This is an optimization exercise on Yosys and OpenROAD, whose aim is small area, not a production implementation. The RTL was checked by simulation tests, not by an equivalence proof against the original design. Power is estimated from default activity; no workload was simulated.

--- design/flow/config.mk ---
export PLATFORM = sky130hd
export DESIGN_NAME = Inverter_25Hz
export DESIGN_NICKNAME = Inverter_25Hz
export VERILOG_FILES = /design/flow/design.v
export SDC_FILE = /design/flow/constraint.sdc
export NUM_CORES = 4
export LEC_CHECK = 0
export CAP_MARGIN = 0
export CORE_MARGIN = 2
export CORE_UTILIZATION = 70
export PLACE_DENSITY = 0.8
export SLEW_MARGIN = 0
--- design/flow/constraint.sdc ---
create_clock -name core_clock -period 10.0 [get_ports {CLK_50M}]
set_input_delay 2.0000 -clock core_clock [delete_from_list [all_inputs] [get_ports {CLK_50M}]]
set_output_delay 2.0000 -clock core_clock [all_outputs]
set_load 0.01 [all_outputs]
--- design/flow/design.v ---
module Inverter_25Hz(CLK_50M,DEV_CLRn,
                     R_PWM_LH_D,R_PWM_RH_D,
							I_PWM1_LL_D,I_PWM1_LH_D,I_PWM1_RL_D,I_PWM1_RH_D,
							I_PWM2_LL_D,I_PWM2_LH_D,I_PWM2_RL_D,I_PWM2_RH_D,
							BusOvp,IP_Ocp,InvOcp1,OP_Ovp1,InvOcp2,OP_Ovp2,
							Reset_D,CPLD1,
							OP_Rly1_D,OP_Rly2_D,OP_Scr1_D,OP_Scr2_D,
							COM1_IPF_C,COM2_IPF_C,COM1_OUT_D,COM2_OUT_D,
							R_PWM_LH_C,R_PWM_RH_C,
							I_PWM1_LL_C,I_PWM1_LH_C,I_PWM1_RL_C,I_PWM1_RH_C,
							I_PWM2_LL_C,I_PWM2_LH_C,I_PWM2_RL_C,I_PWM2_RH_C,
							BusOvp_D,IP_Ocp_D,InvOcp1_D,OP_Ovp1_D,InvOcp2_D,OP_Ovp2_D,
							CPLD2,CPLD_Data,
							EN1_4245,EN2_4245,
							OP_Rly1_C,OP_Rly2_C,OP_Scr1_C,OP_Scr2_C,
							COM1_IPF_D,COM2_IPF_D,COM1_OUT_C,COM2_OUT_C,
							LED1,LED2,LED3,LED4,LED5,LED6);
input CLK_50M,DEV_CLRn;
input R_PWM_LH_D,R_PWM_RH_D;
input I_PWM1_LL_D,I_PWM1_LH_D,I_PWM1_RL_D,I_PWM1_RH_D;
input I_PWM2_LL_D,I_PWM2_LH_D,I_PWM2_RL_D,I_PWM2_RH_D;
input BusOvp,IP_Ocp,InvOcp1,OP_Ovp1,InvOcp2,OP_Ovp2;
input Reset_D;
input CPLD1;
input OP_Rly1_D,OP_Rly2_D,OP_Scr1_D,OP_Scr2_D;
input COM1_IPF_C,COM2_IPF_C,COM1_OUT_D,COM2_OUT_D;
output R_PWM_LH_C,R_PWM_RH_C;
output I_PWM1_LL_C,I_PWM1_LH_C,I_PWM1_RL_C,I_PWM1_RH_C;
output I_PWM2_LL_C,I_PWM2_LH_C,I_PWM2_RL_C,I_PWM2_RH_C;
output BusOvp_D,IP_Ocp_D,InvOcp1_D,OP_Ovp1_D,InvOcp2_D,OP_Ovp2_D;
output CPLD2,CPLD_Data;
output EN1_4245,EN2_4245;
output OP_Rly1_C,OP_Rly2_C,OP_Scr1_C,OP_Scr2_C;
output COM1_IPF_D;
output reg COM2_IPF_D;
output COM1_OUT_C,COM2_OUT_C;
output LED1,LED2,LED3,LED4,LED5,LED6;
wire BusOvp_F,IP_Ocp_F,InvOcp1_F,OP_Ovp1_F,InvOcp2_F,OP_Ovp2_F;
wire R_PWM_LH_w,R_PWM_RH_w;
wire I_PWM1_LL_w,I_PWM1_LH_w,I_PWM1_RL_w,I_PWM1_RH_w;
wire I_PWM2_LL_w,I_PWM2_LH_w,I_PWM2_RL_w,I_PWM2_RH_w;
wire CPLD1_F;
wire InvOcp1_Dy,InvOcp2_Dy,OP_Ovp1_Dy,OP_Ovp2_Dy;
wire CP1;
Protect_Filter PF1(.CLK_50M(CLK_50M),.Rst_n(DEV_CLRn),
                   .BusOvp(BusOvp),.IP_Ocp(IP_Ocp),.InvOcp1(InvOcp1),.OP_Ovp1(OP_Ovp1),.InvOcp2(InvOcp2),.OP_Ovp2(OP_Ovp2),
                   .BusOvp_F(BusOvp_F),.IP_Ocp_F(IP_Ocp_F),.InvOcp1_F(InvOcp1_F),.OP_Ovp1_F(OP_Ovp1_F),.InvOcp2_F(InvOcp2_F),.OP_Ovp2_F(OP_Ovp2_F));
LED_drive LD1(.BusOvp(BusOvp_F),.IP_Ocp(IP_Ocp_F),.InvOcp1(InvOcp1_F),.OP_Ovp1(OP_Ovp1_F),.InvOcp2(InvOcp2_F),.OP_Ovp2(OP_Ovp2_F),
              .LED1(LED1),.LED2(LED2),.LED3(LED3),.LED4(LED4),.LED5(LED5),.LED6(LED6));
PWM_drive PD1(.CLK_50M(CLK_50M),.Rst_n(DEV_CLRn),
              .R_PWM_LH_D(R_PWM_LH_D),.R_PWM_RH_D(R_PWM_RH_D),
				  .I_PWM1_LL_D(I_PWM1_LL_D),.I_PWM1_LH_D(I_PWM1_LH_D),.I_PWM1_RL_D(I_PWM1_RL_D),.I_PWM1_RH_D(I_PWM1_RH_D),
				  .I_PWM2_LL_D(I_PWM2_LL_D),.I_PWM2_LH_D(I_PWM2_LH_D),.I_PWM2_RL_D(I_PWM2_RL_D),.I_PWM2_RH_D(I_PWM2_RH_D),
				  .BusOvp(BusOvp_F),.IP_Ocp(IP_Ocp_F),.InvOcp1(InvOcp1_F),.OP_Ovp1(OP_Ovp1_F),.InvOcp2(InvOcp2_F),.OP_Ovp2(OP_Ovp2_F),
				  .Reset_D(Reset_D),.CPLD1(CPLD1),
				  .R_PWM_LH(R_PWM_LH_w),.R_PWM_RH(R_PWM_RH_w),
				  .I_PWM1_LL(I_PWM1_LL_w),.I_PWM1_LH(I_PWM1_LH_w),.I_PWM1_RL(I_PWM1_RL_w),.I_PWM1_RH(I_PWM1_RH_w),
				  .I_PWM2_LL(I_PWM2_LL_w),.I_PWM2_LH(I_PWM2_LH_w),.I_PWM2_RL(I_PWM2_RL_w),.I_PWM2_RH(I_PWM2_RH_w),
				  .CP1(CP1)
				  );
PWM_4245En PE1(.clk(CLK_50M),.Rst_n(DEV_CLRn),.OP_Rly1_D(OP_Rly1_D),.OP_Rly2_D(OP_Rly2_D),.OP_Scr1_D(OP_Scr1_D),
               .OP_Scr2_D(OP_Scr2_D),.COM1_OUT_D(COM1_OUT_D),.COM2_OUT_D(COM2_OUT_D),
               .En1(EN1_4245),.En2(EN2_4245),
               .OP_Rly1_C(OP_Rly1_C),.OP_Rly2_C(OP_Rly2_C),.OP_Scr1_C(OP_Scr1_C),
					.OP_Scr2_C(OP_Scr2_C),.COM1_OUT_C(COM1_OUT_C),.COM2_OUT_C(COM2_OUT_C));
Protect_CountCur PC1(.CLK_50M(CLK_50M),.Rst_n(DEV_CLRn),.ResetD(Reset_D),.ProTect(InvOcp1_F),.PWMEN(InvOcp1_D));
Protect_CountCur PC2(.CLK_50M(CLK_50M),.Rst_n(DEV_CLRn),.ResetD(Reset_D),.ProTect(InvOcp2_F),.PWMEN(InvOcp2_D));
Protect_CountVol PCV1(.CLK_50M(CLK_50M),.Rst_n(DEV_CLRn),.ResetD(Reset_D),.ProTect(OP_Ovp1_F),.PWMEN(OP_Ovp1_D));
Protect_CountVol PCV2(.CLK_50M(CLK_50M),.Rst_n(DEV_CLRn),.ResetD(Reset_D),.ProTect(OP_Ovp2_F),.PWMEN(OP_Ovp2_D));
 assign R_PWM_LH_C=(~EN1_4245) ? R_PWM_LH_w : 1'b0;
 assign R_PWM_RH_C=(~EN1_4245) ? R_PWM_RH_w : 1'b0;
 assign I_PWM1_LL_C=I_PWM1_LL_w;
 assign I_PWM1_LH_C=(InvOcp1_D & OP_Ovp1_D) ? I_PWM1_LH_w : 1'b0; 
 assign I_PWM1_RL_C=I_PWM1_RL_w;
 assign I_PWM1_RH_C=(InvOcp1_D & OP_Ovp1_D) ? I_PWM1_RH_w : 1'b0; 
 assign I_PWM2_LL_C=I_PWM2_LL_w;
 assign I_PWM2_LH_C=(InvOcp2_D & OP_Ovp2_D) ? I_PWM2_LH_w : 1'b0; 
 assign I_PWM2_RL_C=I_PWM2_RL_w;
 assign I_PWM2_RH_C=(InvOcp2_D & OP_Ovp2_D) ? I_PWM2_RH_w : 1'b0; 
COM_Filter CF1(.CLK_50M(CLK_50M),.Rst_n(DEV_CLRn),.COM1_IPF_C(COM1_IPF_C),.COM1_IPF_D(COM1_IPF_D));
always @(posedge CLK_50M)
 begin
   COM2_IPF_D<=COM2_IPF_C; 
 end
assign CPLD_Data=IP_Ocp_F;				  
assign BusOvp_D=BusOvp_F; assign IP_Ocp_D=CP1; 
assign CPLD2=1'b0;
endmodule
module PWM_drive(CLK_50M,Rst_n,
                 R_PWM_LH_D,R_PWM_RH_D,
					  I_PWM1_LL_D,I_PWM1_LH_D,I_PWM1_RL_D,I_PWM1_RH_D,
					  I_PWM2_LL_D,I_PWM2_LH_D,I_PWM2_RL_D,I_PWM2_RH_D,
					  BusOvp,IP_Ocp,InvOcp1,OP_Ovp1,InvOcp2,OP_Ovp2,
					  Reset_D,CPLD1,
					  R_PWM_LH,R_PWM_RH,
					  I_PWM1_LL,I_PWM1_LH,I_PWM1_RL,I_PWM1_RH,
					  I_PWM2_LL,I_PWM2_LH,I_PWM2_RL,I_PWM2_RH,
					  CP1
					  );
input CLK_50M,Rst_n;
input R_PWM_LH_D,R_PWM_RH_D;
input I_PWM1_LL_D,I_PWM1_LH_D,I_PWM1_RL_D,I_PWM1_RH_D;
input I_PWM2_LL_D,I_PWM2_LH_D,I_PWM2_RL_D,I_PWM2_RH_D;
input BusOvp,IP_Ocp,InvOcp1,OP_Ovp1,InvOcp2,OP_Ovp2,Reset_D,CPLD1;
output R_PWM_LH,R_PWM_RH;
output I_PWM1_LL,I_PWM1_LH,I_PWM1_RL,I_PWM1_RH;
output I_PWM2_LL,I_PWM2_LH,I_PWM2_RL,I_PWM2_RH;
output CP1;
reg PFC_EN1,PFC_EN2,INV1_ENE,INV2_ENE;
reg r_R_PWM_LH1,r_R_PWM_LH2,r_R_PWM_RH1,r_R_PWM_RH2;
reg r_I_PWM1_LH1,r_I_PWM1_RH1,r_I_PWM2_LH1,r_I_PWM2_RH1;
reg r_I_PWM1_LH2,r_I_PWM1_RH2,r_I_PWM2_LH2,r_I_PWM2_RH2;
always @(posedge CLK_50M)
 begin
  r_R_PWM_LH1<=R_PWM_LH_D; r_R_PWM_LH2<=r_R_PWM_LH1;
  r_R_PWM_RH1<=R_PWM_RH_D; r_R_PWM_RH2<=r_R_PWM_RH1;
  r_I_PWM1_LH1<=I_PWM1_LH_D; r_I_PWM1_LH2<=r_I_PWM1_LH1;
  r_I_PWM1_RH1<=I_PWM1_RH_D; r_I_PWM1_RH2<=r_I_PWM1_RH1;
  r_I_PWM2_LH1<=I_PWM2_LH_D; r_I_PWM2_LH2<=r_I_PWM2_LH1;
  r_I_PWM2_RH1<=I_PWM2_RH_D; r_I_PWM2_RH2<=r_I_PWM2_RH1;
 end
wire Rec_pos  = (~r_R_PWM_LH2 & r_R_PWM_LH1) | (~r_R_PWM_RH2 & r_R_PWM_RH1);
wire Inv1_pos = (~r_I_PWM1_LH2 & r_I_PWM1_LH1) | (~r_I_PWM1_RH2 & r_I_PWM1_RH1);
wire Inv2_pos = (~r_I_PWM2_LH2 & r_I_PWM2_LH1) | (~r_I_PWM2_RH2 & r_I_PWM2_RH1);
wire INV1_ENE_w = InvOcp1 & OP_Ovp1;
wire INV2_ENE_w = InvOcp2 & OP_Ovp2;
always @(posedge CLK_50M)
 begin
  if(!Rst_n)
   begin PFC_EN1<=1'b1; PFC_EN2<=1'b1; INV1_ENE<=1'b1; INV2_ENE<=1'b1; end
  else
   begin
    PFC_EN1 <= PFC_EN1 ? IP_Ocp : (Reset_D | (CPLD1 & Rec_pos & IP_Ocp));
    PFC_EN2 <= BusOvp & (PFC_EN2 | Rec_pos);
    INV1_ENE <= INV1_ENE_w & (INV1_ENE | Inv1_pos);
    INV2_ENE <= INV2_ENE_w & (INV2_ENE | Inv2_pos);
   end
 end
wire PWM_Pre1 = ~((I_PWM1_LL_D & I_PWM1_LH_D) | (I_PWM1_RL_D & I_PWM1_RH_D));
wire PWM_Pre2 = ~((I_PWM2_LL_D & I_PWM2_LH_D) | (I_PWM2_RL_D & I_PWM2_RH_D));
assign R_PWM_LH = PFC_EN1 & PFC_EN2 & R_PWM_LH_D;
assign R_PWM_RH = PFC_EN1 & PFC_EN2 & R_PWM_RH_D;
assign I_PWM1_LL = I_PWM1_LL_D;
assign I_PWM1_LH = INV1_ENE & PWM_Pre1 & I_PWM1_LH_D;
assign I_PWM1_RL = I_PWM1_RL_D;
assign I_PWM1_RH = INV1_ENE & PWM_Pre1 & I_PWM1_RH_D;
assign I_PWM2_LL = I_PWM2_LL_D;
assign I_PWM2_LH = INV2_ENE & PWM_Pre2 & I_PWM2_LH_D;
assign I_PWM2_RL = I_PWM2_RL_D;
assign I_PWM2_RH = INV2_ENE & PWM_Pre2 & I_PWM2_RH_D;
assign CP1 = PFC_EN1;
endmodule
module Filt6(clk, rst_n, x, f);
input clk, rst_n, x;
output reg f;
localparam [5:0] C   = 6'd53;
localparam [5:0] POL = 6'b101010;    
reg  [5:0] s;
wire [5:0] b  = s ^ POL;
wire       a  = &b[4:0];
wire       fb = ~(b[5] ^ b[4]) | a;
wire       clr = x | ~rst_n;
always @(posedge clk)
 begin
  s <= (clr ? C : {b[4:0], fb}) ^ POL;
  f <= ~rst_n | ~(a & b[5]);
 end
endmodule
module Protect_Filter(CLK_50M,Rst_n,
                      BusOvp,IP_Ocp,InvOcp1,OP_Ovp1,InvOcp2,OP_Ovp2,
                      BusOvp_F,IP_Ocp_F,InvOcp1_F,OP_Ovp1_F,InvOcp2_F,OP_Ovp2_F);
input CLK_50M,Rst_n;
input BusOvp,IP_Ocp,InvOcp1,OP_Ovp1,InvOcp2,OP_Ovp2;
output BusOvp_F,IP_Ocp_F,InvOcp1_F,OP_Ovp1_F,InvOcp2_F,OP_Ovp2_F;
Filt6 f1(.clk(CLK_50M),.rst_n(Rst_n),.x(IP_Ocp), .f(IP_Ocp_F));
Filt6 f2(.clk(CLK_50M),.rst_n(Rst_n),.x(InvOcp1),.f(InvOcp1_F));
Filt6 f3(.clk(CLK_50M),.rst_n(Rst_n),.x(InvOcp2),.f(InvOcp2_F));
Filt6 f4(.clk(CLK_50M),.rst_n(Rst_n),.x(BusOvp), .f(BusOvp_F));
Filt6 f5(.clk(CLK_50M),.rst_n(Rst_n),.x(OP_Ovp1),.f(OP_Ovp1_F));
Filt6 f6(.clk(CLK_50M),.rst_n(Rst_n),.x(OP_Ovp2),.f(OP_Ovp2_F));
endmodule
module LED_drive(BusOvp,IP_Ocp,InvOcp1,OP_Ovp1,InvOcp2,OP_Ovp2,
                 LED1,LED2,LED3,LED4,LED5,LED6);
input BusOvp,IP_Ocp,InvOcp1,OP_Ovp1,InvOcp2,OP_Ovp2;
output LED1,LED2,LED3,LED4,LED5,LED6;
assign LED1=BusOvp; assign LED2=IP_Ocp; assign LED3=InvOcp1;
assign LED4=OP_Ovp1; assign LED5=InvOcp2; assign LED6=OP_Ovp2;
endmodule
module PWM_4245En(clk,Rst_n,OP_Rly1_D,OP_Rly2_D,OP_Scr1_D,OP_Scr2_D,COM1_OUT_D,COM2_OUT_D,En1,En2,OP_Rly1_C,OP_Rly2_C,OP_Scr1_C,OP_Scr2_C,COM1_OUT_C,COM2_OUT_C);
input clk,Rst_n;
input OP_Rly1_D,OP_Rly2_D,OP_Scr1_D,OP_Scr2_D;
input COM1_OUT_D,COM2_OUT_D;
output En1,En2;
output OP_Rly1_C,OP_Rly2_C,OP_Scr1_C,OP_Scr2_C;
output COM1_OUT_C,COM2_OUT_C;
localparam [24:0] C0  = 25'd8163750;
localparam [24:0] POL = {13{2'b10}};
reg  [24:0] s;
wire [24:0] b  = s ^ POL;
wire        a  = &b[23:0];
wire        fb = ~(b[24] ^ b[21]) | a;
reg r_rly1, r_rly2, r_scr1, r_scr2, r_com1, r_com2;
always @(posedge clk)
 begin
  s <= (Rst_n ? {b[23:0], fb} : C0) ^ POL;
  r_rly1 <= OP_Rly1_D; r_rly2 <= OP_Rly2_D; r_scr1 <= OP_Scr1_D; r_scr2 <= OP_Scr2_D;
  r_com1 <= COM1_OUT_D; r_com2 <= COM2_OUT_D;
 end
assign En1 = ~(a & b[24]);
assign En2 = 1'b0;
assign OP_Rly1_C = ~En1 & r_rly1;
assign OP_Rly2_C = ~En1 & r_rly2;
assign OP_Scr1_C = En1 | r_scr1;
assign OP_Scr2_C = En1 | r_scr2;
assign COM1_OUT_C = En1 | r_com1;
assign COM2_OUT_C = En1 | r_com2;
endmodule
module ProtCount #(parameter NW = 22, WA = 22, WB = 21,
                   parameter [NW-1:0] WC0 = 0, WT = 0,
                   parameter NE = 9, EA = 9, EB = 5,
                   parameter [NE-1:0] E0 = 0, ECS = 0)
  (clk, rst_n, rd, p, pwmen);
input clk, rst_n, rd, p;
output reg pwmen;
localparam [NW-1:0] WPOL = {(NW+1)/2{2'b10}};
localparam [NE-1:0] EPOL = {(NE+1)/2{2'b10}};
reg r1, r2, en;
reg [NW-1:0] ws;
reg [NE-1:0] es;
wire [NW-1:0] wb = ws ^ WPOL;
wire [NE-1:0] eb = es ^ EPOL;
wire full     = (wb == WT);
wire counting = en & ~full & rst_n;
wire wfb      = ~(wb[WA-1] ^ wb[WB-1]);
wire cs       = (eb == ECS);
wire efb      = ~(eb[EA-1] ^ eb[EB-1]) ^ cs;
wire neg      = r2 & ~r1;
always @(posedge clk)
 begin
  r1 <= p; r2 <= r1;
  en <= rst_n & (en ? ~full : ~p);
  ws <= (en ? {wb[NW-2:0], wfb} : WC0) ^ WPOL;
  es <= (counting ? (neg ? {eb[NE-2:0], efb} : eb) : E0) ^ EPOL;
  pwmen <= ~rst_n | (pwmen ? ~cs : rd);
 end
endmodule
module Protect_CountCur(CLK_50M,Rst_n,ResetD,ProTect,PWMEN);
input CLK_50M,Rst_n,ResetD,ProTect;
output PWMEN;
ProtCount #(.NW(22), .WA(22), .WB(21), .WC0(22'd1398101), .WT(22'd1746261),
            .NE(9), .EA(9), .EB(5), .E0(9'd207), .ECS(9'd463))
  pc(.clk(CLK_50M), .rst_n(Rst_n), .rd(ResetD), .p(ProTect), .pwmen(PWMEN));
endmodule
module Protect_CountVol(CLK_50M,Rst_n,ResetD,ProTect,PWMEN);
input CLK_50M,Rst_n,ResetD,ProTect;
output PWMEN;
ProtCount #(.NW(20), .WA(20), .WB(17), .WC0(20'd349525), .WT(20'd165388),
            .NE(4), .EA(4), .EB(3), .E0(4'd4), .ECS(4'd12))
  pc(.clk(CLK_50M), .rst_n(Rst_n), .rd(ResetD), .p(ProTect), .pwmen(PWMEN));
endmodule
module Protect_delay(clk,Rst_n,Prt,Prt_dly);
input clk,Rst_n,Prt;
output reg Prt_dly;
reg [7:0] count1;
always @(posedge clk)
 begin 
  if(!Rst_n)
   begin count1<=8'd0; end
  else
   begin
	 if(!Prt)
	  begin
	   if(count1<8'd150)
		 begin count1<=count1+1'b1; end
		else
		 begin count1<=8'd150; end
	  end
	 else
	  begin count1<=8'd0; end
	end
 end
always @(posedge clk)
 begin
  if(!Rst_n)
   begin Prt_dly<=1'b0; end
  else
   begin
	 if(count1!=8'd150)
	  begin Prt_dly<=1'b1; end
	 else
	  begin Prt_dly<=1'b0; end
	end
 end
 endmodule
module COM_Filter(CLK_50M,Rst_n,COM1_IPF_C,COM1_IPF_D);
input CLK_50M,Rst_n,COM1_IPF_C;
output reg COM1_IPF_D;
localparam [3:0] R1  = 4'd2;
localparam [3:0] POL = 4'b1010;
reg v;
reg  [3:0] s;
wire [3:0] b   = s ^ POL;
wire       a   = &b[2:0];
wire       sat = a & b[3];
wire       fb  = ~(b[3] ^ b[2]) | a;
always @(posedge CLK_50M)
 begin
  if(!Rst_n)
   begin v <= 1'b0; s <= 4'b1111 ^ POL; end
  else
   begin
    v <= COM1_IPF_C;
    s <= ((COM1_IPF_C ^ v) ? R1 : {b[2:0], fb}) ^ POL;
   end
  if(sat) COM1_IPF_D <= v;
 end
endmodule
--- design/flow/flow/run.sh ---
#!/bin/bash
# Standard ORFS layout (bash standard.sh) with changes made through ORFS's own knobs:
#  - port buffers are buf_1 cells;
#  - CTS uses only clkbuf_4 cells, leaf clusters of up to 10 sinks, and no dummy loads;
#  - after floorplan, logic cells that synthesis sized up are set back to drive 1.
# standard.sh's make output goes to standard.log; each step's log is under orfs/logs/.
set -euo pipefail
export BUFFER_PORTS_ARGS="-buffer_cell sky130_fd_sc_hd__buf_1"
export CTS_ARGS="-sink_clustering_enable -repair_clock_nets -dont_use_dummy_load -buf_list sky130_fd_sc_hd__clkbuf_4 -root_buf sky130_fd_sc_hd__clkbuf_4 -sink_clustering_size 10 -sink_clustering_max_diameter 50"
export POST_FLOORPLAN_TCL="$PWD/flow/downsize.tcl"
bash standard.sh > standard.log 2>&1
--- design/flow/flow/downsize.tcl ---
# Hook run after floorplan (POST_FLOORPLAN_TCL): synthesis sizes some logic cells up for
# fanout; put every combinational cell back to its drive-1 variant. Flip-flops and clock
# cells are left alone. The resizer's later repair_design fixes any slew or cap it needs.
set n 0
foreach inst [[ord::get_db_block] getInsts] {
  set m [[$inst getMaster] getName]
  if {![regexp {^sky130_fd_sc_hd__(\w+)_(\d+)$} $m -> base drv]} { continue }
  if {$drv <= 1} { continue }
  if {[regexp {^(df|edf|sdf|dl|clk|conb|tap|fill|decap)} $base]} { continue }
  set new "sky130_fd_sc_hd__${base}_1"
  if {[get_lib_cells -quiet $new] eq ""} { continue }
  replace_cell [$inst getName] $new
  incr n
}
puts "downsize.tcl: $n cells set to drive 1"
--- design/flow/standard.sh ---
#!/bin/bash
# synth_recipe.tcl (not shown) runs the flow's synth.tcl, then flattens the netlist and writes it again
# the make line also repeats each setting of config.mk as NAME=value (left out here)
make -C /OpenROAD-flow-scripts/flow DESIGN_CONFIG=/design/flow/config.mk WORK_HOME=/design/flow/orfs CLKGATE_MAP_FILE= SYNTH_SCRIPT=/design/flow/synth_recipe.tcl "${@:-finish}"
==> key figures, run 1 <==
Yosys
  • Post-Syn Instances: 638
  • Multiplexer share of the synthesized area: 0%
  • Synth Flop Type: dfxtp_1
  • Mean post-synth cell area: 10.5 um^2
  • Ys async rst share: 0%
  • Largest family of logic cells by synthesized area: simple AND/OR/NAND/NOR gates
  • EDFF count, synth: 1
  • Simple-Gate Fraction of Synth Area: 21.2%
  • Compound-Gate Fraction of Synth Area: 6.97%
  • Post-synth cell types: 52
  • Ys Warns: 7
  • Adder-Cell Fraction of Synth Area: 0.748%
  • XOR/XNOR Fraction of Synth Area: 1.31%
  • Synthesized flop and latch total: 222
  • Post-synthesis sequential area ratio: 66.5%
  • Synth Cell Area: 6700 um^2

Setup path
  • R2R depth: 4
  • CP most frequent cell: buf_1
  • Worst r2r src: PC2.pc.ws[18]
  • Setup Crit Path Kind: in -> out
  • Data arrival, critical path: 2.77 ns
  • Reg2Reg Setup Slack: 7.76 ns
  • Bufs and invs on worst path: 3
  • Worst Path Required: 8.00 ns
  • Critical path's slowest cell: a2111oi_0
  • End point of the critical path: I_PWM1_RH_C
  • CP delay by family, top: compound AO/OA/AOI/OAI gates
  • Critical Path Source Type: input pin
  • Crit-path max FO: 3
  • Reg-to-reg endpoint: PC2.pc.en
  • Crit path largest cell delay: 0.40 ns
  • Crit. End Element: output pin
  • CP Depth: 4
  • CP Cell Sequence: buf_1 > inv_1 > a2111oi_0 > buf_1
  • Critical Path Source: I_PWM1_RH_D

Timing
  • Skew final: 0.0471 ns
  • Final worst-path cycle share: 47.7%
  • RSZ-0062 raised after global routing: no
  • Worst Slack Setup Final: 5.23 ns
  • Setup TNS: 0 ns
  • Max Clock Freq: 210 MHz
  • Fin. max-slew vios: 0
  • Slew @ Worst Pin: 1.16 ns
  • Setup violators final: 0
  • Rel. slew slack: 21.2%
  • Final Hold Viols: 0
  • Final min period: 4.77 ns

Cells and area
  • Antenna cell count: 0
  • Final cell count without fillers: 826
  • Final core utilization: 76.9%
  • Final net count: 731
  • Most frequent cells in the layout: dfxtp_1, nand2_1, buf_1, nor2_1, clkbuf_4
  • Layout fillers: 650
  • Layout area overhead: 6.13%
  • Design Area, Final: 7110 um^2
  • Share of cells above drive strength 1: 4.02%
  • Most common cell after layout, fill and taps aside: dfxtp_1

Clock network
  • TritonCTS clock tree: done
  • Clock buffer depth: 3
  • Root buffer cell: clkbuf_4
  • CTS clk-pin slew, worst paths: 0.10 ns
  • TritonCTS Buffers: 26
  • Sink Count: 222
  • # H-tree levels: 1
  • Skew-Pair Late Insertion Delay: 0.60 ns
  • Hold_buf cts: 0
  • CTS resizes: 0
  • Setup Buffers After CTS: 0

Outcome
  • Status: no timing/DRC/antenna violations

Pwr
  • PD cells: 187 nW/um^2
  • Leak pwr: 2.83 nW
  • Max VDD drop: 0.119 mV

Route
  • # DRC: 0
  • Initial DRC Count: 84
  • Vias: 4320
  • Total wire length: 10400 um
  • First-pass DRT Iterations: 4
  • Post-DRT Antenna Nets: 0
  • WL per Instance: 12.6 um
  • Vias/cell: 5.23

Placement
  • Placed cell area: 6910 um^2
  • Inst Count DP: 800
  • Setup WS pre-CTS: 5.30 ns
  • Port Buffers: 59
  • Final GP Congestion: 0.814
  • Hpwl dp: 7130 um

GRT
  • Initial antenna violation count: 0
  • Vias in the first global route: 4264
  • Largest net degree at the start of global routing: 59
  • Total congestion overflow: 0
  • Total GRT Usage: 21.3%
  • First-pass GRT wire length: 18200 um

Min path
  • Hold path start: PC2.pc.ws[0]
  • Worst hold stages: 1
  • Min-Delay Path Class: reg -> reg

Die
  • Die H: 102 um
  • Die area: 10400 um^2
  • I/O pin cnt: 62
  • Die X: 102 um
  • Core area: 9240 um^2
  • Row count: 35
  • Initial Util: 72.5%

Job
  • Max cap viols: 0
-- cell families after synthesis --
logic type | count (synthesis)
simple gates | 287
flops | 222
compound gates | 66
buf+inv | 48
xor+xnor | 10
fa+ha+maj | 4
other cells | 1
-- worst min path at each step --
stage                    to  slack (ns)
2_1_floorplan     PC1.pc.r2        0.32
3_3_place_gp      PC2.pc.r2        0.33
3_5_place_dp      PC1.pc.r2        0.33
4_1_cts           PC1.pc.r2        0.35
5_1_grt        PC2.pc.ws[1]        0.35
6_report       PC2.pc.ws[1]        0.34
-- cells in the mapped netlist (2+ instances only) --
cell       count  area [um^2]
o211ai_1      11         82.6
or2_1          4         25.0
nand4_1        7         43.8
or4_4          2         22.5
a21boi_0       3         22.5
nor4_1         8         50.1
nor4b_1        2         17.5
dfxtp_1      221         4420
and3_1         4         25.0
nand4b_1      11         96.3
nor2_1        32          120
buf_4          8         60.1
nor3b_1        2         15.0
nor4bb_1       2         20.0
nor2b_1       25          156
a2111oi_0      4         35.0
a21oi_1       12         60.1
buf_1          4         15.0
nand2_1      150          563
a211o_1        5         43.8
nand2b_1      11         68.8
nand3_1        7         35.0
xnor2_1        9         78.8
clkbuf_1      16         60.1
nand3b_1       4         30.0
ha_1           4         50.1
nor3_1         8         40.0
inv_1         20         75.1
a221oi_1       2         17.5
a21o_1         8         60.1
o21ai_0       11         55.1
-- flip-flops by register name, indices dropped and copies added, names as in the netlist, 4 cells and up --
name / cells
PC2.pc.es: 9
PC1.pc.es: 9
PC1.pc.ws: 22
PF1.f2.s: 6
CF1.s: 4
PF1.f4.s: 6
PCV2.pc.ws: 20
PCV2.pc.es: 4
PCV1.pc.ws: 20
PCV1.pc.es: 4
PE1.s: 25
PF1.f3.s: 6
PF1.f5.s: 6
PF1.f6.s: 6
PC2.pc.ws: 22
PF1.f1.s: 6
-- power breakdown --
| group | leakage, nW | internal [W] | switching [W] |
|---|---|---|---|
| clock network | 0.120 | 0.000120 | 0.000247 |
| registers | 1.82 | 0.000909 | 0.0000142 |
| logic | 0.893 | 0.0000162 | 0.0000203 |
| total | 2.83 | 0.00105 | 0.000282 |
-- per-layer routing --
layer  up-vias  global-route usage, %  part of all wire [%]
li1       2225                      -                     -
met1      1988                   27.5                    48
met2        91                   36.1                    46
met3        16                   4.49                   5.1
met4         0                   6.44                   1.5
met5         -                      0                     0
-- cell type report --
type,count,area [um^2],share of cell area [%]
Clock buffer,26,195,2.75
Sequential cell,222,4450,62.7
Multi-Input combinational cell,369,1990,28.0
Inverter,20,75.1,1.06
Timing Repair Buffer,60,230,3.24
Tap cell,129,161,2.27
-- metrics by stage --
step / hold slack, ns / power [W]
floorplan: 0.323 / 0.000968
global placement: 0.327 / 0.000978
detailed placement: 0.331 / 0.000980
CTS: 0.351 / 0.00134
global route: 0.345 / 0.00139
finish: 0.341 / 0.00133
==> run 2: changes to the inputs <==
==> design/flow/flow/run.sh (replaced) <==
#!/bin/bash
# Standard ORFS layout (bash standard.sh) with changes made through ORFS's own knobs:
#  - port buffers are buf_1 cells;
#  - CTS uses only clkbuf_4 cells, leaf clusters of up to 11 sinks, and no dummy loads;
#  - after floorplan, logic cells that synthesis sized up are set back to drive 1.
# standard.sh's make output goes to standard.log; each step's log is under orfs/logs/.
set -euo pipefail
export BUFFER_PORTS_ARGS="-buffer_cell sky130_fd_sc_hd__buf_1"
export CTS_ARGS="-sink_clustering_enable -repair_clock_nets -dont_use_dummy_load -buf_list sky130_fd_sc_hd__clkbuf_4 -root_buf sky130_fd_sc_hd__clkbuf_4 -sink_clustering_size 11 -sink_clustering_max_diameter 45"
export POST_FLOORPLAN_TCL="$PWD/flow/downsize.tcl"
bash standard.sh > standard.log 2>&1
==> run 2 against run 1 <==
Register-to-register slack about the same. Sequential share of layout area up 0.13 points. Flip-flop and latch count unchanged. Power down 1.1%. Worst hold slack got worse by 0.0023 ns. Critical endpoint unchanged. Still clean. Combinational power about the same. Final cell count is 0.24% lower. Setup slack is essentially flat. Non-clock buffer count stayed put. Maximum frequency is essentially flat. Synthesized cell count stayed put. Clock power is 4% lower.
==> key figures, run 2 <==
Outcome
  • Status: no timing/DRC/antenna violations

Yosys
  • Synth Flop Type: dfxtp_1
  • Adder-Cell Fraction of Synth Area: 0.748%
  • Largest area contributor in the netlist: dfxtp_1
  • XOR/XNOR Fraction of Synth Area: 1.31%
  • Simple-Gate Fraction of Synth Area: 21.2%
  • Ys Warns: 7
  • Synth area leaders: dfxtp_1, nand2_1, nor2b_1
  • Share of the synthesized area in the top cell type: 66.1%
  • Top cells by count, synth: dfxtp_1, nand2_1, nor2_1
  • Post-Syn Instances: 638
  • Synthesized flop and latch total: 222
  • Compound-Gate Fraction of Synth Area: 6.97%
  • Largest family of logic cells by synthesized area: simple AND/OR/NAND/NOR gates
  • Synth Cell Area: 6700 um^2
  • Top-count cell post-synth: dfxtp_1
  • Post-synth cell types: 52
  • EDFF count, synth: 1
  • Ys async rst share: 0%
  • Multiplexer share of the synthesized area: 0%
  • Mean post-synth cell area: 10.5 um^2
  • Post-synthesis sequential area ratio: 66.5%

Clock network
  • Hold_buf cts: 0
  • Clock buffer depth: 3
  • Sink Count: 222
  • TritonCTS Buffers: 24
  • CTS clk-pin slew, worst paths: 0.11 ns
  • TritonCTS clock tree: done
  • Setup Buffers After CTS: 0
  • CTS resizes: 0
  • Root buffer cell: clkbuf_4
  • # H-tree levels: 1
  • Skew-Pair Late Insertion Delay: 0.58 ns

Cells and area
  • Reg area: 4450 um^2
  • Largest register by flop count: PE1.s
  • Antenna cell count: 0
  • Top flop regs: PE1.s (25), PC1.pc.ws (22), PC2.pc.ws (22)
  • Most common cell after layout, fill and taps aside: dfxtp_1
  • Max reg flops: 25
  • Most frequent cells in the layout: dfxtp_1, nand2_1, buf_1, nor2_1, nor2b_1
  • Multi-input logic area: 1990 um^2
  • Layout fillers: 651
  • Final net count: 729
  • Share of cells above drive strength 1: 3.74%
  • Layout area overhead: 5.91%
  • Final cell count without fillers: 824

Die
  • I/O pin cnt: 62
  • Die area: 10400 um^2
  • Row count: 35
  • Die H: 102 um
  • Initial Util: 72.5%
  • Die X: 102 um
  • Core area: 9240 um^2

Setup path
  • CP most frequent cell: buf_1
  • Crit. End Element: output pin
  • Setup Crit Path Kind: in -> out
  • Worst Path Required: 8.00 ns
  • Crit path largest cell delay: 0.40 ns
  • CP Cell Sequence: buf_1 > inv_1 > a2111oi_0 > buf_1
  • Crit-path max FO: 3
  • Critical path's slowest cell: a2111oi_0
  • Data arrival, critical path: 2.77 ns
  • Critical Path Source Type: input pin

GRT
  • Largest net degree at the start of global routing: 59
  • Vias in the first global route: 4205
  • Total congestion overflow: 0
  • Total GRT Usage: 21.1%
  • First-pass GRT wire length: 18000 um
  • Initial antenna violation count: 0

Route
  • Total wire length: 10500 um
  • Initial DRC Count: 87
  • Vias: 4320
  • Post-DRT Antenna Nets: 0
  • Vias/cell: 5.24
  • WL per Instance: 12.7 um
  • # DRC: 0
  • First-pass DRT Iterations: 4

Timing
  • Setup violators final: 0
  • Hold Slack: 0.339 ns
  • Max Clock Freq: 210 MHz
  • Setup TNS: 0 ns
  • Final Hold Viols: 0
  • Rel. slew slack: 20.6%
  • RSZ-0062 raised after global routing: no
  • Final worst-path cycle share: 47.7%
  • Final min period: 4.77 ns
  • Fin. max-slew vios: 0
  • Skew final: 0.0487 ns
  • Slew @ Worst Pin: 1.17 ns

Pwr
  • PD cells: 185 nW/um^2
  • Leak pwr: 2.82 nW
  • Max VDD drop: 0.121 mV

Placement
  • Port Buffers: 59
  • Final GP Congestion: 0.814
  • Inst Count DP: 800
  • Hpwl dp: 7130 um

Min path
  • Min-Delay Path Class: reg -> reg

Job
  • Max cap viols: 0
[run 2: changes by cell type in the layout (fill, tap and decap cells not counted), sizes merged]
cell | previous run | this run
clkbuf | 27 | 25
[run 2: layout make-up]
class	count	share of cell area [%]
sequential	222	62.8
tap	129	2.28
timing repair buffer	60	3.25
inverter	20	1.06
multi-input combinational	369	28.1
clock buffer	24	2.54
[run 2: power breakdown]
part	total, W	switching [W]	internal, W	leakage [nW]
Clock	0.000352	0.000241	0.000111	0.110
Combinational	0.0000365	0.0000203	0.0000162	0.893
Sequential	0.000924	0.0000142	0.000909	1.82
[run 2: logic make-up (layout without fill, tap and decap cells)]
group | Yosys count | count (layout)
AND/OR/NAND/NOR | 287 | 287
flip-flops | 222 | 222
AO/OA/AOI/OAI | 66 | 66
buffers and inverters | 48 | 104
XOR/XNOR | 10 | 10
adder cells (fa/ha/maj) | 4 | 4
other | 1 | 2
[run 2: per-layer routing]
metal	global-route usage, %	share of wire [%]
met4	6.34	1.4
met2	35.9	46
met1	27.1	48
met5	0	0
met3	4.28	4.8
[run 2: critical path, delay by kind of cell]
family / cells / cell delay [ns]
buf+inv: 3 / 0.37
compound gates: 1 / 0.40
[run 2: final timing paths]
path,startpoint,endpoint,slack (ns),cells after the start
worst max-delay path,I_PWM1_RH_D,I_PWM1_RH_C,5.23,4
worst min-delay path,PC2.pc.ws[0],PC2.pc.ws[1],0.34,1
worst max register to register,PC2.pc.ws[18],PC2.pc.en,7.75,4
worst min register to register,PC2.pc.ws[0],PC2.pc.ws[1],0.34,1
[run 2: through the flow]
stage               worst slack (ns)  utilization (%)  instance area [um^2]  total power (W)
floorplan                       5.31                -                  6700         0.000968
global placement                5.31             74.8                  6910         0.000978
detailed placement              5.30             74.8                  6910         0.000980
CTS                             5.29             76.7                  7090          0.00133
global route                    5.09             76.7                  7090          0.00137
finish                          5.23             76.7                  7090          0.00131
==> run 3: changes to the inputs <==
--- a/design/flow/design.v
+++ b/design/flow/design.v
@@ -239,7 +239,7 @@
  begin
   r1 <= p; r2 <= r1;
   en <= rst_n & (en ? ~full : ~p);
-  ws <= (en ? {wb[NW-2:0], wfb} : WC0) ^ WPOL;
+  ws <= (counting ? {wb[NW-2:0], wfb} : WC0) ^ WPOL;
   es <= (counting ? (neg ? {eb[NE-2:0], efb} : eb) : E0) ^ EPOL;
   pwmen <= ~rst_n | (pwmen ? ~cs : rd);
  end
@@ -247,14 +247,14 @@
 module Protect_CountCur(CLK_50M,Rst_n,ResetD,ProTect,PWMEN);
 input CLK_50M,Rst_n,ResetD,ProTect;
 output PWMEN;
-ProtCount #(.NW(22), .WA(22), .WB(21), .WC0(22'd1398101), .WT(22'd1746261),
+ProtCount #(.NW(22), .WA(22), .WB(21), .WC0(22'd0), .WT(22'd1052672),
             .NE(9), .EA(9), .EB(5), .E0(9'd207), .ECS(9'd463))
   pc(.clk(CLK_50M), .rst_n(Rst_n), .rd(ResetD), .p(ProTect), .pwmen(PWMEN));
 endmodule
 module Protect_CountVol(CLK_50M,Rst_n,ResetD,ProTect,PWMEN);
 input CLK_50M,Rst_n,ResetD,ProTect;
 output PWMEN;
-ProtCount #(.NW(20), .WA(20), .WB(17), .WC0(20'd349525), .WT(20'd165388),
+ProtCount #(.NW(20), .WA(20), .WB(17), .WC0(20'd0), .WT(20'd554474),
             .NE(4), .EA(4), .EB(3), .E0(4'd4), .ECS(4'd12))
   pc(.clk(CLK_50M), .rst_n(Rst_n), .rd(ResetD), .p(ProTect), .pwmen(PWMEN));
 endmodule
@@ -306,12 +306,12 @@
 always @(posedge CLK_50M)
  begin
   if(!Rst_n)
-   begin v <= 1'b0; s <= 4'b1111 ^ POL; end
+   begin v <= 1'b0; s <= 4'b1111 ^ POL; COM1_IPF_D <= 1'b0; end
   else
    begin
     v <= COM1_IPF_C;
     s <= ((COM1_IPF_C ^ v) ? R1 : {b[2:0], fb}) ^ POL;
+    if(sat) COM1_IPF_D <= v;
    end
-  if(sat) COM1_IPF_D <= v;
  end
 endmodule
==> design/flow/flow/run.sh (replaced) <==
#!/bin/bash
# Standard ORFS layout (bash standard.sh) with changes made through ORFS's own knobs:
#  - port buffers are buf_1 cells;
#  - CTS uses clkbuf_4 leaf clusters of up to 16 sinks and no dummy loads;
#  - after floorplan, logic cells that synthesis sized up are set back to drive 1.
# standard.sh's make output goes to standard.log; each step's log is under orfs/logs/.
set -euo pipefail
export BUFFER_PORTS_ARGS="-buffer_cell sky130_fd_sc_hd__buf_1"
export CTS_ARGS="-sink_clustering_enable -repair_clock_nets -dont_use_dummy_load -buf_list sky130_fd_sc_hd__clkbuf_8 -root_buf sky130_fd_sc_hd__clkbuf_8 -sink_clustering_size 18 -sink_clustering_max_diameter 60"
export POST_FLOORPLAN_TCL="$PWD/flow/downsize.tcl"
bash standard.sh > standard.log 2>&1
--- a/design/flow/config.mk
+++ b/design/flow/config.mk
@@ -5,8 +5,8 @@
 export SDC_FILE = /design/flow/constraint.sdc
 export NUM_CORES = 4
 export LEC_CHECK = 0
-export CAP_MARGIN = 0
+export CAP_MARGIN = 20
 export CORE_MARGIN = 2
 export CORE_UTILIZATION = 70
 export PLACE_DENSITY = 0.8
-export SLEW_MARGIN = 0
+export SLEW_MARGIN = 20
==> run 3 against run 2 <==
Synthesized area rose by 0.62%. Highest routed layer unchanged. Largest cell class unchanged. Via count rose by 2.5%. Still clean. Critical path depth did not move. Critical path type unchanged. Die area rose by 0.59%.
==> key figures, run 3 <==
Yosys
  • Top cells by count, synth: dfxtp_1, nand2_1, nor2_1
  • EDFF count, synth: 0
  • Post-Syn Instances: 646
  • Post-synth cell types: 50
  • Top-count cell post-synth: dfxtp_1
  • Post-synthesis sequential area ratio: 66.0%
  • Share of the synthesized area in the top cell type: 66.0%
  • Ys Warns: 7
  • Largest area contributor in the netlist: dfxtp_1
  • Mean post-synth cell area: 10.4 um^2
  • Synthesized flop and latch total: 222
  • Synth Flop Type: dfxtp_1
  • Synth Cell Area: 6740 um^2
  • Synth area leaders: dfxtp_1, nand2_1, nor2_1
  • Ys async rst share: 0%

Route
  • Vias: 4429
  • First-pass DRT Iterations: 4
  • Initial DRC Count: 124
  • Total wire length: 10800 um
  • Vias/cell: 5.36
  • WL per Instance: 13.0 um
  • Routed met2 length: 5200 um
  • Top layer used by detailed routing: met4
  • Metal3 WL: 494 um
  • M1 WL: 4910 um
  • Post-DRT Antenna Nets: 0
  • # DRC: 0

GRT
  • Total GRT Usage: 21.1%
  • Initial antenna violation count: 0
  • Vias in the first global route: 4201
  • First-pass GRT wire length: 18100 um
  • Largest net degree at the start of global routing: 69
  • Total congestion overflow: 0

Cells and area
  • Largest register by flop count: PE1.s
  • Final net count: 732
  • Antenna cell count: 0
  • Layout area overhead: 6.65%
  • Multi-input logic area: 2040 um^2
  • Most frequent cells in the layout: dfxtp_1, nand2_1, nor2_1, buf_1, nor2b_1
  • Reg area: 4440 um^2
  • Design Area, Final: 7180 um^2
  • Final cell count without fillers: 827
  • Layout fillers: 661
  • Most common cell after layout, fill and taps aside: dfxtp_1
  • Max reg flops: 25
  • Top flop regs: PE1.s (25), PC1.pc.ws (22), PC2.pc.ws (22)
  • Share of cells above drive strength 1: 2.87%

Die
  • Core area: 9280 um^2
  • Die area: 10400 um^2
  • Die X: 102 um
  • Initial Util: 72.6%
  • Die H: 102 um
  • Row count: 35
  • I/O pin cnt: 62

Min path
  • Min-Delay Path Class: reg -> reg

Timing
  • Final min period: 4.72 ns
  • Fin. max-slew vios: 0
  • Final Hold Viols: 0
  • Rel. slew slack: 44.3%
  • RSZ-0062 raised after global routing: no
  • Final worst-path cycle share: 47.2%
  • Skew final: 0.0474 ns
  • Max Clock Freq: 212 MHz
  • Setup TNS: 0 ns
  • Slew @ Worst Pin: 0.823 ns
  • Setup violators final: 0
  • Worst Slack Setup Final: 5.28 ns

Pwr
  • Max VDD drop: 0.133 mV
  • PD cells: 186 nW/um^2
  • Leak pwr: 2.85 nW
  • Tot Pwr: 0.00134 W

Clock network
  • Hold_buf cts: 0
  • CTS clk-pin slew, worst paths: 0.10 ns
  • # H-tree levels: 1
  • Root buffer cell: clkbuf_8
  • TritonCTS Buffers: 16
  • Sink Count: 222
  • CTS resizes: 0
  • Clock buffer depth: 3
  • Skew-Pair Late Insertion Delay: 0.48 ns
  • TritonCTS clock tree: done
  • Setup Buffers After CTS: 0

Placement
  • Inst Count DP: 811
  • Final GP Congestion: 0.772
  • Hpwl dp: 7400 um
  • Port Buffers: 59
  • Setup WS pre-CTS: 5.26 ns
  • Placed cell area: 6960 um^2

Outcome
  • Status: no timing/DRC/antenna violations

Setup path
  • Crit-path max FO: 3
  • Critical Path Source Type: input pin
  • Crit. End Element: output pin
  • Data arrival, critical path: 2.72 ns
  • Setup Crit Path Kind: in -> out
  • Worst Path Required: 8.00 ns

Job
  • Max cap viols: 0
[run 3: changes by cell type after synthesis, moves of 2 or more]
| cell | change |
|---|---|
| nand3_1 | +7 |
| nand2b_1 | -2 |
| o211ai_1 | +3 |
| buf_2 | +3 |
| buf_1 | -4 |
| a21o_1 | -2 |
| nor4b_1 | +2 |
| nor2b_1 | +2 |
| a21boi_0 | -2 |
| a211o_1 | -3 |
| and2_1 | +2 |
| nor2_1 | +41 |
| nand2_1 | -39 |
[run 3: per-layer routing]
metal / GRT usage [%] / up-vias
li1: - / 2246
met5: 0 / -
met2: 36.9 / 86
met4: 6.26 / 0
met3: 4.38 / 16
met1: 26.6 / 2081
[run 3: final cells by class]
class | count | area share, %
clock buffer | 16 | 3.07
inverter | 19 | 0.993
tap | 129 | 2.25
multi-input combinational | 379 | 28.4
sequential | 222 | 61.9
timing repair buffer | 62 | 3.41
[run 3: path summary, 6_finish.rpt]
check | endpoint | cells after the start | from | slack, ns
max | I_PWM1_RH_C | 4 | I_PWM1_RH_D | 5.28
max reg2reg | PC2.pc.en | 5 | PC2.pc.ws[18] | 7.92
min reg2reg | PF1.f3.s[4] | 1 | PF1.f3.s[3] | 0.32
min | PF1.f3.s[4] | 1 | PF1.f3.s[3] | 0.32
[run 3: logic make-up (layout without fill, tap and decap cells)]
logic type,count (synthesis),in the layout,synth area share [%]
XOR/XNOR,10,10,1.30
multiplexers,1,1,0.149
buffers and inverters,46,97,3.06
AO/OA/AOI/OAI,66,66,6.93
adder cells (fa/ha/maj),4,4,0.743
AND/OR/NAND/NOR,296,296,21.8
flip-flops,222,222,66.0
other,1,2,0.0557
[run 3: report_power, final]
group          internal, W  total (W)  leakage (nW)  switching [W]
Combinational    0.0000147  0.0000347         0.918      0.0000200
Clock             0.000145   0.000389         0.115       0.000244
Sequential        0.000904   0.000914          1.81      0.0000108
[run 3: per-stage QoR]
step | hold slack (ns) | util, %
after detailed placement | 0.333 | 75.0
after floorplan | 0.323 | -
after global routing | 0.336 | 77.4
after global placement | 0.327 | 75.0
after CTS | 0.328 | 77.4
final | 0.324 | 77.4
[run 3: worst max-delay path, cell delays in order]
cell       delay [ns]
buf_1            0.10
inv_1            0.04
a2111oi_0        0.38
buf_1            0.20
==> run 4: changes to the inputs <==
==> design/flow/run.sh (new file) <==
#!/bin/bash
# synth_recipe.tcl (not shown) runs the flow's synth.tcl, then flattens the netlist and writes it again
# the make line also repeats each setting of config.mk as NAME=value (left out here)
make -C /OpenROAD-flow-scripts/flow DESIGN_CONFIG=/design/flow/config.mk WORK_HOME=/design/flow/orfs CLKGATE_MAP_FILE= SYNTH_SCRIPT=/design/flow/synth_recipe.tcl finish
--- a/design/flow/config.mk
+++ b/design/flow/config.mk
@@ -7,6 +7,5 @@
 export LEC_CHECK = 0
 export CAP_MARGIN = 20
 export CORE_MARGIN = 2
-export CORE_UTILIZATION = 70
-export PLACE_DENSITY = 0.8
+export CORE_UTILIZATION = 40
 export SLEW_MARGIN = 20
removed: design/flow/flow/run.sh
removed: design/flow/flow/downsize.tcl
removed: design/flow/standard.sh
==> run 4 against run 3 <==
Critical path type unchanged. Flip-flop and latch count unchanged. Utilization decreased by 27 points. Register-to-register slack got worse by 0.06 ns. Setup slack worse by 1.1 ns. Still clean on timing, DRC and antenna. Critical endpoint is now I_PWM2_RH_C.
==> key figures, run 4 <==
Outcome
  • Status: no timing/DRC/antenna violations

Timing
  • Max Clock Freq: 171 MHz
  • Rel. slew slack: 27.9%
  • Skew final: 0.0110 ns
  • Worst Slack Setup Final: 4.16 ns
  • RSZ-0062 raised after global routing: no
  • Final min period: 5.84 ns
  • Final worst-path cycle share: 58.4%
  • Fin. max-slew vios: 0
  • Slew @ Worst Pin: 1.08 ns
  • Setup TNS: 0 ns
  • Final Hold Viols: 0
  • Setup violators final: 0

Yosys
  • Synth area leaders: dfxtp_1, nand2_1, nor2_1
  • Synthesized flop and latch total: 222
  • Post-synth cell types: 50
  • Synth Cell Area: 6740 um^2
  • Multiplexer share of the synthesized area: 0.149%
  • Ys Warns: 7
  • Post-synthesis sequential area ratio: 66.0%
  • Mean post-synth cell area: 10.4 um^2
  • Simple-Gate Fraction of Synth Area: 21.8%
  • Largest family of logic cells by synthesized area: simple AND/OR/NAND/NOR gates
  • EDFF count, synth: 0
  • Top-count cell post-synth: dfxtp_1
  • Compound-Gate Fraction of Synth Area: 6.93%
  • Largest area contributor in the netlist: dfxtp_1
  • Share of the synthesized area in the top cell type: 66.0%
  • Ys async rst share: 0%
  • Post-Syn Instances: 646
  • XOR/XNOR Fraction of Synth Area: 1.30%
  • Adder-Cell Fraction of Synth Area: 0.743%
  • Top cells by count, synth: dfxtp_1, nand2_1, nor2_1
  • Synth Flop Type: dfxtp_1

GRT
  • Initial antenna violation count: 0
  • Vias in the first global route: 4416
  • First-pass GRT wire length: 20100 um
  • Total congestion overflow: 0
  • Largest net degree at the start of global routing: 69
  • Total GRT Usage: 13.5%

Placement
  • Hpwl dp: 7950 um
  • Port Buffers: 59
  • Final GP Congestion: 0.713
  • Setup WS pre-CTS: 4.03 ns

Clock network
  • Sink Count: 222
  • CTS resizes: 0
  • Clock buffer depth: 3
  • CTS clk-pin slew, worst paths: 0.06 ns
  • Hold_buf cts: 0
  • TritonCTS clock tree: done
  • # H-tree levels: 1
  • TritonCTS Buffers: 23
  • Root buffer cell: clkbuf_16
  • Setup Buffers After CTS: 0
  • Skew-Pair Late Insertion Delay: 0.50 ns

Pwr
  • Combinational Power Share: 2.5%
  • P_sw: 0.000362 W
  • Seq pwr share: 50.6%
  • Leak pwr: 3.31 nW
  • Switching portion of total power: 20.0%
  • PD cells: 219 nW/um^2
  • Clk network pwr share: 46.9%
  • Internal Power: 0.00145 W
  • Max VDD drop: 0.136 mV

Cells and area
  • Most common cell after layout, fill and taps aside: dfxtp_1
  • Top flop regs: PE1.s (25), PC1.pc.ws (22), PC2.pc.ws (22)
  • Layout fillers: 1478
  • Layout area overhead: 22.6%
  • Most frequent cells in the layout: dfxtp_1, nand2_1, nor2_1, clkdlybuf4s50_1, nor2b_1
  • Antenna cell count: 0
  • Max reg flops: 25
  • Largest register by flop count: PE1.s
  • Final net count: 738
  • Share of cells above drive strength 1: 6.64%

Setup path
  • Setup Crit Path Kind: in -> out
  • CP Cell Sequence: clkdlybuf4s50_1 > inv_1 > a2111oi_0 > clkdlybuf4s50_1
  • Critical Path Source Type: input pin
  • Worst r2r src: PC2.pc.ws[20]
  • Crit path largest cell delay: 0.70 ns
  • Worst Path Required: 8.00 ns
  • Crit-path max FO: 3
  • Critical path's slowest cell: clkdlybuf4s50_1
  • Data arrival, critical path: 3.84 ns
  • CP most frequent cell: clkdlybuf4s50_1
  • Critical Path Source: I_PWM2_RH_D
  • Crit. End Element: output pin

Route
  • Post-DRT Antenna Nets: 0
  • Initial DRC Count: 150
  • # DRC: 0
  • Total wire length: 11800 um
  • First-pass DRT Iterations: 4
  • Vias/cell: 4.73
  • WL per Instance: 12.5 um
  • Vias: 4459

Die
  • Initial Util: 40.8%
  • I/O pin cnt: 62
  • Die H: 134 um
  • Core area: 16500 um^2
  • Row count: 47
  • Die area: 17900 um^2
  • Die X: 134 um

Job
  • Max cap viols: 0

Min path
  • Hold path start: PCV2.pc.r1
  • Min-Delay Path Class: reg -> reg
==> run 4: worst paths after layout <==
path	end	cells after the start	slack (ns)
worst max-delay path	I_PWM2_RH_C	4	4.16
worst min-delay path	PCV2.pc.r2	0	0.34
worst max register to register	PC2.pc.en	5	7.86
worst min register to register	PCV2.pc.r2	0	0.34
==> run 4: per-layer routing <==
metal	wire (um)	up-vias	global-route usage, %
met5	0	-	0
met4	306	0	5.26
met3	577	29	3.06
met2	5220	96	22.3
met1	5670	2052	17.1
li1	-	2282	-
==> run 4: kinds of logic (layout without fill, tap and decap cells) <==
| group | Yosys count | in the layout |
|---|---|---|
| simple gates | 296 | 296 |
| flops | 222 | 222 |
| compound gates | 66 | 66 |
| buf+inv | 46 | 122 |
| xor+xnor | 10 | 10 |
| fa+ha+maj | 4 | 4 |
| other cells | 1 | 2 |
| mux | 1 | 1 |
==> run 4: per-stage QoR <==
step                      instances  hold slack, ns  utilization, %  cell area (um^2)  total power, W
after detailed placement        901           0.333            45.3              7480        0.000981
after global routing            943           0.350            50.0              8260         0.00188
final                           943           0.342            50.0              8260         0.00181
after floorplan                 647           0.323               -              6740        0.000958
after global placement          901           0.328            45.3              7480        0.000979
after CTS                       943           0.347            50.0              8260         0.00184
==> run 4: final cells by class <==
cell class | instances | area [um^2] | area share [%]
Clock buffer | 32 | 669 | 8.11
Clock inverter | 10 | 108 | 1.30
Inverter | 19 | 71.3 | 0.864
Multi-Input combinational cell | 379 | 2090 | 25.3
Sequential cell | 222 | 4440 | 53.8
Tap cell | 220 | 275 | 3.33
Timing Repair Buffer | 61 | 601 | 7.27
==> run 4: critical path: cells and delay by family <==
kind	cells	cell delay, ns
buffers and inverters	3	1.24
AOI/OAI and AO/OA	1	0.60
==> run 4: power by group through the flow <==
stage / combinational (W) / sequential, W / clock (W)
finish: 0.0000458 / 0.000915 / 0.000850
global route: 0.0000511 / 0.000918 / 0.000909
CTS: 0.0000466 / 0.000916 / 0.000875
detailed placement: 0.0000463 / 0.000935 / 0
global placement: 0.0000448 / 0.000934 / 0
floorplan: 0.0000257 / 0.000932 / 0
==> run 5: changes to the inputs <==
==> design/flow/flow/run.sh (new file) <==
#!/bin/bash
# Standard ORFS layout (bash standard.sh), with two changes made through ORFS's own knobs:
# the port buffers are buf_1 cells, and CTS uses small clock buffers and no dummy loads.
set -euo pipefail
export BUFFER_PORTS_ARGS="-buffer_cell sky130_fd_sc_hd__buf_1"
export CTS_ARGS="-sink_clustering_enable -repair_clock_nets -dont_use_dummy_load -buf_list {sky130_fd_sc_hd__clkbuf_4 sky130_fd_sc_hd__clkbuf_8} -root_buf sky130_fd_sc_hd__clkbuf_8"
bash standard.sh > standard.log 2>&1
==> design/flow/standard.sh (new file) <==
#!/bin/bash
# synth_recipe.tcl (not shown) runs the flow's synth.tcl, then flattens the netlist and writes it again
# the make line also repeats each setting of config.mk as NAME=value (left out here)
make -C /OpenROAD-flow-scripts/flow DESIGN_CONFIG=/design/flow/config.mk WORK_HOME=/design/flow/orfs CLKGATE_MAP_FILE= SYNTH_SCRIPT=/design/flow/synth_recipe.tcl "${@:-finish}"
removed: design/flow/run.sh
==> run 5 against run 4 <==
Still clean. Clock power fell by 27%. Final area fell by 7.5%. Sequential power barely moved. Synthesized cell count did not move. Count of clock-buffer cells in the layout rose by 5. Critical path depth did not move. Combinational power fell by 21%. Flip-flop and latch count did not move. Synthesized area did not move. Via count barely moved.
==> key figures, run 5 <==
GRT
  • First-pass GRT wire length: 20200 um
  • Largest net degree at the start of global routing: 69
  • Total congestion overflow: 0
  • Vias in the first global route: 4503
  • Initial antenna violation count: 0
  • Total GRT Usage: 13.7%

Cells and area
  • Final core utilization: 46.2%
  • Share of cells above drive strength 1: 6.41%
  • Final net count: 752
  • Design Area, Final: 7640 um^2
  • Most frequent cells in the layout: dfxtp_1, nand2_1, nor2_1, buf_1, clkbuf_8
  • Most common cell after layout, fill and taps aside: dfxtp_1
  • Top flop regs: PE1.s (25), PC1.pc.ws (22), PC2.pc.ws (22)
  • Antenna cell count: 0
  • Layout area overhead: 13.4%
  • Max reg flops: 25
  • Largest register by flop count: PE1.s

Yosys
  • Post-synthesis sequential area ratio: 66.0%
  • Synth area leaders: dfxtp_1, nand2_1, nor2_1
  • EDFF count, synth: 0
  • Synth Flop Type: dfxtp_1
  • Post-synth cell types: 50
  • Ys Warns: 7
  • Simple-Gate Fraction of Synth Area: 21.8%
  • Synth Cell Area: 6740 um^2
  • Top-count cell post-synth: dfxtp_1
  • Share of the synthesized area in the top cell type: 66.0%
  • Mean post-synth cell area: 10.4 um^2
  • Ys async rst share: 0%
  • Compound-Gate Fraction of Synth Area: 6.93%
  • Adder-Cell Fraction of Synth Area: 0.743%
  • Synthesized flop and latch total: 222
  • Largest family of logic cells by synthesized area: simple AND/OR/NAND/NOR gates
  • Top cells by count, synth: dfxtp_1, nand2_1, nor2_1
  • Multiplexer share of the synthesized area: 0.149%
  • Largest area contributor in the netlist: dfxtp_1
  • XOR/XNOR Fraction of Synth Area: 1.30%
  • Post-Syn Instances: 646

Min path
  • Min-Delay Path Class: reg -> reg

Route
  • WL per Instance: 12.5 um
  • # DRC: 0
  • First-pass DRT Iterations: 4
  • Vias: 4462
  • Total wire length: 11700 um
  • Initial DRC Count: 182
  • Vias/cell: 4.76
  • Post-DRT Antenna Nets: 0

Pwr
  • PD cells: 206 nW/um^2
  • Tot Pwr: 0.00157 W
  • Max VDD drop: 0.104 mV
  • Leak pwr: 3.03 nW

Timing
  • Final Hold Viols: 0
  • Hold Slack: 0.339 ns
  • RSZ-0062 raised after global routing: no
  • Final worst-path cycle share: 49.8%
  • Fin. max-slew vios: 0
  • Setup violators final: 0
  • Skew final: 0.0210 ns
  • Slew @ Worst Pin: 0.811 ns
  • Rel. slew slack: 45.2%
  • Setup TNS: 0 ns
  • Max Clock Freq: 201 MHz
  • Final min period: 4.98 ns

Setup path
  • Crit-path max FO: 3
  • CP delay by family, top: compound AO/OA/AOI/OAI gates
  • CP Cell Sequence: buf_1 > inv_1 > a2111oi_0 > buf_1
  • Data arrival, critical path: 2.98 ns
  • Bufs and invs on worst path: 3
  • Crit. End Element: output pin
  • Critical path's slowest cell: a2111oi_0
  • CP most frequent cell: buf_1
  • Crit path largest cell delay: 0.55 ns
  • Worst Path Required: 8.00 ns
  • Reg2Reg Setup Slack: 8.14 ns
  • Setup Crit Path Kind: in -> out
  • Critical Path Source Type: input pin

Clock network
  • Root buffer cell: clkbuf_8
  • TritonCTS clock tree: done
  • # H-tree levels: 2
  • Setup Buffers After CTS: 0
  • CTS clk-pin slew, worst paths: 0.06 ns
  • Skew-Pair Late Insertion Delay: 0.50 ns
  • Sink Count: 222
  • CTS resizes: 0
  • Hold_buf cts: 0
  • Clock buffer depth: 3
  • TritonCTS Buffers: 37

Placement
  • Final GP Congestion: 0.758
  • Hpwl dp: 7860 um
  • Port Buffers: 59
  • Placed cell area: 7120 um^2

Job
  • Max cap viols: 0

Outcome
  • Status: no timing/DRC/antenna violations

Die
  • I/O pin cnt: 62
  • Die H: 134 um
  • Die area: 17900 um^2
  • Die X: 134 um
  • Row count: 47
  • Initial Util: 40.8%
  • Core area: 16500 um^2
## run 5: worst reg2reg max path: stages (launching register included)
cell     delay [ns]
dfxtp_1        0.31
or4b_1         0.56
nor4_2         0.20
a31oi_1        0.28
buf_4          0.26
and2_1         0.15
## run 5: logic make-up after synthesis
| logic type | after synthesis |
|---|---|
| xor gates and xnor gates | 10 |
| adders and majority gates | 4 |
| AOI/OAI and AO/OA | 66 |
| DFF | 222 |
| other | 1 |
| buffers and inverters | 46 |
| muxes | 1 |
| and+or+nand+nor | 296 |
## run 5: metrics by stage
step / setup WS, ns / std cells
2_1_floorplan: 5.31 / 647
3_3_place_gp: 4.90 / 901
3_5_place_dp: 4.92 / 901
4_1_cts: 4.92 / 938
5_1_grt: 4.87 / 938
6_report: 5.02 / 938
## run 5: cell type report
type | count | area, um^2
Inverter | 19 | 71.3
Multi-Input combinational cell | 379 | 2100
Timing Repair Buffer | 61 | 238
Fill cell | 1549 | 8890
Clock buffer | 37 | 509
Sequential cell | 222 | 4440
Tap cell | 220 | 275
## run 5: routing by layer
layer / up-vias / share of wire, % / global-route usage (%)
li1: 2285 / - / -
met1: 2046 / 47 / 17.1
met2: 98 / 45 / 21.9
met3: 33 / 5.8 / 3.74
met4: 0 / 2.8 / 6.62
met5: - / 0 / 0
## run 5: path summary, 6_finish.rpt
check / cells after the start / from / end
worst max-delay path: 4 / I_PWM2_RH_D / I_PWM2_RH_C
worst min-delay path: 0 / PD1.r_R_PWM_RH1 / PD1.r_R_PWM_RH2
worst max register to register: 5 / PC1.pc.ws[6] / PC1.pc.ws[0]
worst min register to register: 0 / PD1.r_R_PWM_RH1 / PD1.r_R_PWM_RH2
## run 5: power by group
group	internal, W	leakage, nW	switching [W]
clock network	0.000326	0.266	0.000292
registers	0.000906	1.81	0.0000109
logic	0.0000148	0.945	0.0000212
total	0.00125	3.03	0.000324

what the ideal ports hide:
In the flow no input, the clock included, has a driving cell. The finished layouts below were timed again as built, in two steps.
Step 1, drivers: a clkbuf_16 drives CLK_50M and a buf_2 each remaining input, both assumed.
Step 2 times the ports against the registers' clock, not the clock port: input delays grow and output delays shrink by t, the midpoint of the rising clock arrivals with the driver on.
a / b / c = no drivers / after step 1 / after step 2; a / b = the first two.
| run | t (ns) | setup slack, ns | worst register clock-pin slew, ns |
|---|---|---|---|
| run 1 | 0.603 | 5.229 / 5.206 / 5.206 | 0.10 / 0.10 |
| run 2 | 0.587 | 5.229 / 5.206 / 5.206 | 0.11 / 0.11 |
| run 3 | 0.491 | 5.278 / 5.253 / 5.253 | 0.11 / 0.11 |
| run 4 | 0.538 | 4.155 / 4.126 / 4.126 | 0.06 / 0.06 |
| run 5 | 0.524 | 5.024 / 4.985 / 4.985 | 0.06 / 0.06 |
After both steps every run listed still meets setup and hold. For run 5, which loses most, drivers alone change the setup slack by -0.039 ns; drivers and shift together by -0.039 ns.
